Context: an optimization exercise on an open-source flow, tuned for small area and few clock cycles. The choices shown serve that exercise and are no tape-out recipe. Only simulation tests tie the RTL to the original design; equivalence was not proved. Power is estimated from default activity; no workload was simulated.

## apb_register_top
module apb_register_top (
    input          clk,           
    input          rst,           
    input          psel,          
    input          penable,       
    input          pwrite,        
    input  logic [31:0] paddr,    
    input  logic [31:0] pwdata,   
    output logic [31:0] prdata,   
    output logic        pready,    
    output logic        pslverr,   
    output logic [31:0] tx_data,           
    output logic        ctrl_cpol,         
    output logic        ctrl_cpha,         
    output logic        ctrl_order,        
    output logic [3:0]  ctrl_slave_en,     
    output logic        ctrl_rd,           
    output logic [1:0]  ctrl_scks,         
    output logic        start_op,          
    input  logic [31:0] rx_data,           
    input  logic        busy               
);
Size in the first run: ~160 cells after synthesis, roughly 180 I/O pins, about 0.0020 mm^2 of cells after synthesis.
==> flow/config.mk <==
export PLATFORM = sky130hd
export DESIGN_NAME = apb_register_top
export DESIGN_NICKNAME = apb_register_top
export VERILOG_FILES = /design/flow/design.v
export SDC_FILE = /design/flow/constraint.sdc
export NUM_CORES = 4
export LEC_CHECK = 0
export CAP_MARGIN = 20
export CORE_MARGIN = 2
export CORE_UTILIZATION = 70
export PLACE_DENSITY = 0.8
export SLEW_MARGIN = 20
==> flow/constraint.sdc <==
create_clock -name core_clock -period 5.0 [get_ports {clk}]
set_input_delay 1.0000 -clock core_clock [delete_from_list [all_inputs] [get_ports {clk}]]
set_output_delay 1.0000 -clock core_clock [all_outputs]
set_load 0.01 [all_outputs]
standard.sh (not shown) runs the stock make flow with config.mk's settings and CLKGATE_MAP_FILE= SYNTH_SCRIPT=/design/flow/synth_recipe.tcl, a recipe that flattens the netlist after the stock synthesis.
==> flow/flow/run.sh <==
#!/bin/bash
# Standard layout, with these changes:
#  - synthesis maps the combinational logic with an area-oriented ABC script
#    (flow/abc_map.script); everything else in synthesis is the standard flow's own script;
#  - the smallest buffer on every input and output port;
#  - clock tree built from small buffers, without dummy loads.
set -euo pipefail
cd "$(dirname "$0")/.."
export MY_ABC_SCRIPT="$PWD/flow/abc_map.script"
bash standard.sh "SYNTH_SCRIPT=$PWD/flow/synth.tcl" \
  "BUFFER_PORTS_ARGS=-buffer_cell sky130_fd_sc_hd__buf_1" \
  "CTS_ARGS=-sink_clustering_enable -repair_clock_nets -buf_list sky130_fd_sc_hd__clkbuf_4 -dont_use_dummy_load" \
  finish > make_finish.log 2>&1
==> flow/flow/abc_map.script <==
&get -n
&st
&dch
&nf -R 1000
&put
==> flow/flow/synth.tcl <==
proc synth {args} { yosys synth -nofsm -noshare {*}$args }
# Map the combinational logic with the flow's own ABC script replaced by
# abc_map.script, kept beside this file.
proc abc {args} {
  set i [lsearch -exact $args -script]
  if {$i >= 0 && [info exists ::env(MY_ABC_SCRIPT)]} {
    lset args [expr {$i + 1}] $::env(MY_ABC_SCRIPT)
  }
  yosys abc {*}$args
}
source $::env(SCRIPTS_DIR)/synth.tcl
# left out here: clear keep_hierarchy, flatten, clean up, hide names made inside functions, write 1_2_yosys.v
The starting point died in global placement (GPL-0301).
Testbench counts at the start, summed over its fixed seeds: cycles 48,000.
Edit:
--- a/flow/config.mk
+++ b/flow/config.mk
@@ -8 +8 @@
-export CAP_MARGIN = 20
+export CAP_MARGIN = 0
@@ -10,3 +10,3 @@
-export CORE_UTILIZATION = 70
-export PLACE_DENSITY = 0.8
-export SLEW_MARGIN = 20
+export CORE_UTILIZATION = 40
+export PLACE_DENSITY = 0.6
+export SLEW_MARGIN = 0
Effect: The new run completed with no timing, DRC or antenna violations. Synthesized cell count does not change. Synthesized area is unchanged.
Edit:
--- a/flow/config.mk
+++ b/flow/config.mk
@@ -8 +8 @@
-export CAP_MARGIN = 0
+export CAP_MARGIN = 20
@@ -10,3 +10,3 @@
-export CORE_UTILIZATION = 40
-export PLACE_DENSITY = 0.6
-export SLEW_MARGIN = 0
+export CORE_UTILIZATION = 55
+export PLACE_DENSITY = 0.8
+export SLEW_MARGIN = 20
What happened: Via count grows by 0.90%. Count of clock-buffer cells in the layout does not change. Cell count shrinks by 5.1%.
Edit:
--- a/flow/config.mk
+++ b/flow/config.mk
@@ -10,2 +10,2 @@
-export CORE_UTILIZATION = 55
-export PLACE_DENSITY = 0.8
+export CORE_UTILIZATION = 40
+export PLACE_DENSITY = 0.6
Power hardly moves.
Sequential share of layout area goes down by 0.33 points.
Wire length came out lower by a few percent.
Register-to-register slack stays flat.
Worst hold slack hardly moves.
First-iteration DRC count shrinks by a quarter to a third.
Count of clock-buffer cells in the layout is unchanged.
Maximum frequency increases slightly.
Via count came out lower slightly.
Edit:
--- a/flow/flow/run.sh
+++ b/flow/flow/run.sh
@@ -6 +6,2 @@
-#  - clock tree built from small buffers, without dummy loads.
+#  - clock tree built from small buffers, without dummy loads;
+#  - no timing repair before placement, where it only sees wire-load estimates.
@@ -12,0 +14 @@
+  REMOVE_ABC_BUFFERS=1 \
==> flow/flow/abc_map.script (replaced) <==
&get -n
&st
&dch
&nf -R 1000 -C 32 -F 10
&put
The new run completed without violations.
Critical path depth is unchanged.
Routed wire length is higher by a few percent.
First-iteration DRC count is lower by about a fifth.
Final area is lower slightly.
Power is higher slightly.
Die area is lower slightly.
Worst setup slack got worse by 140 ps.
Cell count is lower by a few percent.
Combinational power is higher slightly.
Sequential cell count is unchanged.
Global-route usage is lower by 0.26 points.
Edit:
--- a/flow/flow/run.sh
+++ b/flow/flow/run.sh
@@ -6,2 +6 @@
-#  - clock tree built from small buffers, without dummy loads;
-#  - no timing repair before placement, where it only sees wire-load estimates.
+#  - clock tree built from small buffers, without dummy loads.
@@ -14 +12,0 @@
-  REMOVE_ABC_BUFFERS=1 \
Effect:
- power decreases by 0.90%
- routed wire length decreases by about 5%
- synthesized area is unchanged
- global-route usage decreases by 0.71 points
- worst setup slack improves by 140 ps
- flip-flop and latch count is unchanged
- via count decreases by 1.9%

[static timing again, ports no longer ideal]
The flow's constraints put no driver on any port. The routed layouts listed below were extracted and timed again, unchanged, in two steps.
Step 1: set_driving_cell puts a clkbuf_16 on clk and a buf_2 on each other input, an assumption about the parent block.
Step 2 times the ports against the registers' clock, not the clock port: input delays grow and output delays shrink by t, the midpoint of the rising clock arrivals with the driver on.
Slacks: ideal / step 1 / step 2; pairs: ideal / step 1.
run	t (ns)	setup WS [ns]	hold slack, ns	clock arrival spread, ns	worst data-port slew with drivers (ns)
the second run	0.353	1.332 / 1.307 / 1.307	0.524 / 0.524 / 0.524	0.021 / 0.021	0.04
the third run	0.366	1.289 / 1.265 / 1.265	0.527 / 0.527 / 0.527	0.024 / 0.025	0.05
the fourth run	0.353	1.332 / 1.307 / 1.307	0.524 / 0.524 / 0.524	0.021 / 0.021	0.04
the fifth run	0.367	1.196 / 1.167 / 1.167	0.525 / 0.525 / 0.525	0.020 / 0.021	0.06
the sixth run	0.355	1.338 / 1.313 / 1.313	0.519 / 0.519 / 0.519	0.023 / 0.023	0.06
After both steps setup and hold are still met in every run listed. The setup slack of the fifth run, which loses most, moves by -0.029 ns with the drivers and by -0.029 ns with both steps.
